From an optimization exercise on the open Yosys and OpenROAD flow, aimed at small area and a short achievable clock period; shortcuts taken in it are not production practice.
Only simulation tests tie the RTL to the original design; equivalence was not proved.
The flow treats the clock pin as an ideal source, which a real chip does not have.
Power is estimated from default activity; no workload was simulated.

run 1:
==> flow/design.v (excerpt) <==
module wallace_multiplier_16bit(
    input  wire        clk,
    input  wire        rst,
    input  wire [15:0] multiplicand,
    input  wire [15:0] multiplier,
    output reg  [31:0] result
);
reg q1_multiplicand_0;
reg q1_multiplicand_1;
reg q1_multiplicand_2;
reg q1_multiplicand_3;
reg q1_multiplicand_4;
reg q1_multiplicand_5;
reg q1_multiplicand_6;
reg q1_multiplicand_7;
reg q1_multiplicand_8;
reg q1_multiplicand_9;
reg q1_multiplicand_10;
reg q1_multiplicand_11;
reg q1_multiplicand_12;
reg q1_multiplicand_13;
reg q1_multiplicand_14;
reg q1_multiplicand_15;
reg q1_multiplier_0;
reg q1_multiplier_1;
reg q1_multiplier_2;
reg q1_multiplier_3;
reg q1_multiplier_4;
reg q1_multiplier_5;
reg q1_multiplier_6;
reg q1_multiplier_7;
reg q1_multiplier_8;
reg q1_multiplier_9;
reg q1_multiplier_10;
reg q1_multiplier_11;
reg q1_multiplier_12;
reg q1_multiplier_13;
reg q1_multiplier_14;
reg q1_multiplier_15;
reg q2_s521;
reg q2_c522;
reg q2_s523;
reg q2_c524;
reg q2_s525;
reg q2_s438;
reg q2_c489;
reg q2_s490;
reg q2_c511;
reg q2_c526;
reg q2_s442;
reg q2_c491;
reg q2_s492;
reg q2_c441;
reg q2_c443;
reg q2_s444;
reg q2_s446;
reg q2_c493;
reg q2_c445;
reg q2_c447;
reg q2_s448;
reg q2_s450;
reg q2_s360;
reg q2_c451;
reg q2_s452;
reg q2_s494;
reg q2_c361;
reg q2_s364;
reg q2_s366;
reg q2_c453;
reg q2_s454;
reg q2_c495;
reg q2_c367;
reg q2_s370;
reg q2_s372;
reg q2_c455;
reg q2_s456;
reg q2_c369;
reg q2_c371;
reg q2_c373;
reg q2_s374;
reg q2_s376;
reg q2_s378;
reg q2_c457;
reg q2_c375;
reg q2_c377;
reg q2_c379;
reg q2_s380;
reg q2_s382;
reg q2_s384;
reg q2_s306;
reg q2_c383;
reg q2_c385;
reg q2_s386;
reg q2_s388;
reg q2_s458;
reg q2_c307;
reg q2_s312;
reg q2_s314;
reg q2_c387;
reg q2_c389;
reg q2_s390;
reg q2_s392;
reg q2_c459;
reg q2_c315;
reg q2_s322;
reg q2_c393;
reg q2_s394;
reg q2_s396;
reg q2_s460;
reg q2_c323;
reg q2_c395;
reg q2_c397;
  ...
clock: 3.0 ns
lec_check: 0
cap_margin: 20
core_margin: 2
core_utilization: 60
cts_buf_list: sky130_fd_sc_hd__clkbuf_4 sky130_fd_sc_hd__clkbuf_8
cts_cluster_diameter: 50
cts_cluster_size: 12
slew_margin: 20
synth_hierarchical: 1
synth_minimum_keep_size: 0
standard.sh (not shown) runs the stock make flow with config.mk's settings and CLKGATE_MAP_FILE= SYNTH_SCRIPT=/design/flow/synth_recipe.tcl, a recipe that flattens the netlist after the stock synthesis.
==> flow/flow/run.sh <==
#!/bin/bash
# Standard ORFS layout (the standard.sh) with these changes:
#  - plain buf_1 cells as the port buffers (buffer_ports picks delay cells by default);
#  - clock tree synthesis without dummy load cells;
set -euo pipefail
export BUFFER_PORTS_ARGS="-buffer_cell sky130_fd_sc_hd__buf_1"
export CTS_ARGS="-sink_clustering_enable -repair_clock_nets -dont_use_dummy_load -sink_clustering_size 12 -sink_clustering_max_diameter 50 -buf_list {sky130_fd_sc_hd__clkbuf_4 sky130_fd_sc_hd__clkbuf_8}"
SKIP_CTS_REPAIR_TIMING=1 SETUP_SLACK_MARGIN=0 bash standard.sh cts > standard_to_cts.log 2>&1
RES=orfs/results/${FLOW_PLATFORM:-sky130hd}/wallace_multiplier_16bit/base R5_MODE=mid \
  openroad -no_init -exit flow/skew.tcl > skew.log 2>&1
SETUP_SLACK_MARGIN=1.3 bash standard.sh > standard_finish.log 2>&1
==> flow/flow/skew.tcl <==
proc insts_matching {pats} {
  set r {}
  foreach i [[ord::get_db_block] getInsts] {
    if {[$i findITerm CLK] eq "NULL"} continue
    foreach p $pats { if {[string match $p [$i getName]]} { lappend r $i; break } }
  }
  return $r
}
proc clk_net_of {inst} { return [[[$inst findITerm CLK] getNet] getName] }
proc busiest_net {insts} {
  set cnt [dict create]
  foreach i $insts { dict incr cnt [clk_net_of $i] }
  set best ""; set bn 0
  dict for {k v} $cnt { if {$v > $bn} { set best $k; set bn $v } }
  return $best
}
proc regroup {name insts src_net cells} {
  # a chain of the given buffer cells from src_net to the clock pins of insts
  set block [ord::get_db_block]
  set sx 0; set sy 0
  foreach i $insts {
    set b [$i getBBox]
    set sx [expr {$sx + ([$b xMin] + [$b xMax]) / 2}]
    set sy [expr {$sy + ([$b yMin] + [$b yMax]) / 2}]
  }
  set n [llength $insts]
  set x [expr {$sx / $n}]; set y [expr {$sy / $n}]
  set prev [$block findNet $src_net]
  set k 0
  foreach cell $cells {
    set inst [odb::dbInst_create $block [[ord::get_db] findMaster $cell] ${name}_$k]
    set net [odb::dbNet_create $block ${name}_${k}_net]
    $net setSigType CLOCK
    [$inst findITerm A] connect $prev
    [$inst findITerm X] connect $net
    $inst setLocation $x $y
    $inst setPlacementStatus PLACED
    set prev $net
    incr k
  }
  set old {}
  foreach i $insts {
    set it [$i findITerm CLK]
    lappend old [[$it getNet] getName]
    $it disconnect
    $it connect $prev
  }
  # drop clock buffers left without loads
  foreach on [lsort -unique $old] {
    set cn [$block findNet $on]
    if {$cn eq "NULL"} continue
    set loads 0
    foreach it [$cn getITerms] { if {[$it isInputSignal]} { incr loads } }
    if {$loads == 0} {
      foreach it [$cn getITerms] { odb::dbInst_destroy [$it getInst] }
      odb::dbNet_destroy $cn
      puts "removed clock net $on, left without loads"
    }
  }
  puts "$name: $cells drive $n clock pins from $src_net"
}
proc driver_input_net {netname} {
  # the net at the input of the buffer that drives netname
  foreach it [[[ord::get_db_block] findNet $netname] getITerms] {
    if {[$it isOutputSignal]} { return [[[[$it getInst] findITerm A] getNet] getName] }
  }
  return ""
}
proc halves_by_x {insts} {
  set l {}
  foreach i $insts { lappend l [list [[$i getBBox] xMin] $i] }
  set l [lsort -integer -index 0 $l]
  set h [expr {[llength $l] / 2}]
  set a {}; set b {}
  foreach e [lrange $l 0 [expr {$h - 1}]] { lappend a [lindex $e 1] }
  foreach e [lrange $l $h end] { lappend b [lindex $e 1] }
  return [list $a $b]
}
proc apply_skew {r5_mode} {
  lassign [halves_by_x [insts_matching {q1_*}]] a b
  regroup ckskew_r1a $a clk sky130_fd_sc_hd__clkbuf_16
  regroup ckskew_r1b $b clk sky130_fd_sc_hd__clkbuf_16
  set r5 [insts_matching {result* vld_n*}]
  set leaf [busiest_net $r5]
  if {$r5_mode eq "leaf"} {
    regroup ckskew_r5 $r5 $leaf sky130_fd_sc_hd__clkbuf_16
  } elseif {$r5_mode eq "mid"} {
    regroup ckskew_r5 $r5 [driver_input_net $leaf] sky130_fd_sc_hd__clkbuf_16
  }
}

set res $::env(RES)
read_db $res/4_cts.odb
apply_skew $::env(R5_MODE)
detailed_placement
check_placement
write_db $res/4_cts.odb
Here is what was changed in the inputs of run 2 compared with run 1.
Settings: swapping 60 for 70 in CORE_UTILIZATION.
--- a/flow/flow/run.sh
+++ b/flow/flow/run.sh
@@ -7,5 +7,5 @@
 export CTS_ARGS="-sink_clustering_enable -repair_clock_nets -dont_use_dummy_load -sink_clustering_size 12 -sink_clustering_max_diameter 50 -buf_list {sky130_fd_sc_hd__clkbuf_4 sky130_fd_sc_hd__clkbuf_8}"
 SKIP_CTS_REPAIR_TIMING=1 SETUP_SLACK_MARGIN=0 bash standard.sh cts > standard_to_cts.log 2>&1
-RES=orfs/results/${FLOW_PLATFORM:-sky130hd}/wallace_multiplier_16bit/base R5_MODE=mid \
+RES=orfs/results/${FLOW_PLATFORM:-sky130hd}/wallace_multiplier_16bit/base R5_MODE=none \
   openroad -no_init -exit flow/skew.tcl > skew.log 2>&1
 SETUP_SLACK_MARGIN=1.3 bash standard.sh > standard_finish.log 2>&1
--- a/flow/flow/skew.tcl
+++ b/flow/flow/skew.tcl
@@ -86,5 +86,5 @@
     regroup ckskew_r5 $r5 $leaf sky130_fd_sc_hd__clkbuf_16
   } elseif {$r5_mode eq "mid"} {
-    regroup ckskew_r5 $r5 [driver_input_net $leaf] sky130_fd_sc_hd__clkbuf_16
+    regroup ckskew_r5 $r5 [driver_input_net $leaf] {sky130_fd_sc_hd__clkbuf_2 sky130_fd_sc_hd__clkbuf_16}
   }
 }
### Flow results
Run 2 finished end to end and its layout was clean on timing, DRC and antenna. The number of H-tree branching levels number comes out higher for run 2 vs run 1. Per the comparison of run 2 with run 1, overall die area dropped about 14%; cell area after placement down about 0.8%; overall power after layout neither gained nor lost much. Comparing run 2 and run 1, clock group share of total power is higher on run 2.
Inputs modified between run 2 and run 3:
Settings: swapping 70 for 60 in CORE_UTILIZATION.
--- a/flow/flow/run.sh
+++ b/flow/flow/run.sh
@@ -9,3 +9,3 @@
 RES=orfs/results/${FLOW_PLATFORM:-sky130hd}/wallace_multiplier_16bit/base R5_MODE=none \
   openroad -no_init -exit flow/skew.tcl > skew.log 2>&1
-SETUP_SLACK_MARGIN=1.3 bash standard.sh > standard_finish.log 2>&1
+SETUP_SLACK_MARGIN=1.22 bash standard.sh > standard_finish.log 2>&1
Notes after the runs:
Sequential share of layout area ends up lower on run 2.
Run 2 reports its cell with the largest stage delay on the worst path as sky130_fd_sc_hd__dfxtp_4 while run 3 reports sky130_fd_sc_hd__fa_1.
Per the comparison of run 3 with run 2, design area went down; routing usage on met1 lost 2.0 points.
Compare run 3 and run 2 | post-detailed-routing wire length lower: run 3
For run 3, the highest layer used for signal routing was met4, unlike run 2, where it was met5.
Run comparison: run 3 layer carrying the most global-route usage met1; run 2 layer carrying the most global-route usage met2
Compared with run 2, in run 3 logic depth of the worst setup path including buffers climbed 1, cell internal power dissipation dropped about 2.4%, sequential cell count barely changed, first-pass GRT wire length climbed 1.0%, placement-stage worst setup slack climbed 0.060 ns.
Total global-route track usage: run 3 vs run 2 down 4.4 points
Run 3: number of diodes added for antenna fixing lower than run 2
diff inputs: run 3 => run 4
--- a/flow/flow/run.sh
+++ b/flow/flow/run.sh
@@ -9,3 +9,3 @@
 RES=orfs/results/${FLOW_PLATFORM:-sky130hd}/wallace_multiplier_16bit/base R5_MODE=none \
   openroad -no_init -exit flow/skew.tcl > skew.log 2>&1
-SETUP_SLACK_MARGIN=1.22 bash standard.sh > standard_finish.log 2>&1
+SETUP_SLACK_MARGIN=1.3 bash standard.sh > standard_finish.log 2>&1
==> summary.txt <==
- Clock power share: run 4 lower than run 3
- Diff run 3 -> run 4 | multi-input combinational cell area | up slightly
- [compare] base=run 3 new=run 4: routed metal-1 wirelength went down, final design area excluding fillers went up, hold slack did not really move, final antenna diode count did not really move.
- Compared to run 3, run 4 reaches a higher achievable clock.

[what the ideal ports hide]
No port has a modelled driver above. Below, the same layouts with a new extraction and two added sets of constraints. Step 1 (the two cells are an assumption about what drives the block):
set clk [get_ports {clk}]
set_driving_cell -lib_cell sky130_fd_sc_hd__clkbuf_16 $clk
set_driving_cell -lib_cell sky130_fd_sc_hd__buf_2 [delete_from_list [all_inputs] $clk]
Step 2, shift: input delay + t, output delay - t, t = (earliest + latest rising clock arrival at the registers) / 2. This alone moves slack from input paths to output paths. Three values: ideal ports, drivers, drivers and shift; two values: the first two.
run	t, ns	setup WS [ns]	worst setup path at the end	latest minus earliest clock arrival (ns)
run 1	0.433	1.279 / 1.217 / 1.292	register to register	0.478 / 0.478
run 2	0.394	1.277 / 1.277 / 1.277	register to register	0.390 / 0.390
run 3	0.421	1.218 / 1.218 / 1.218	register to register	0.450 / 0.450
run 4	0.419	1.259 / 1.259 / 1.259	register to register	0.450 / 0.450
Clock arrivals are far apart in every run listed, so t is only a midpoint there and step 2 fits no single register.
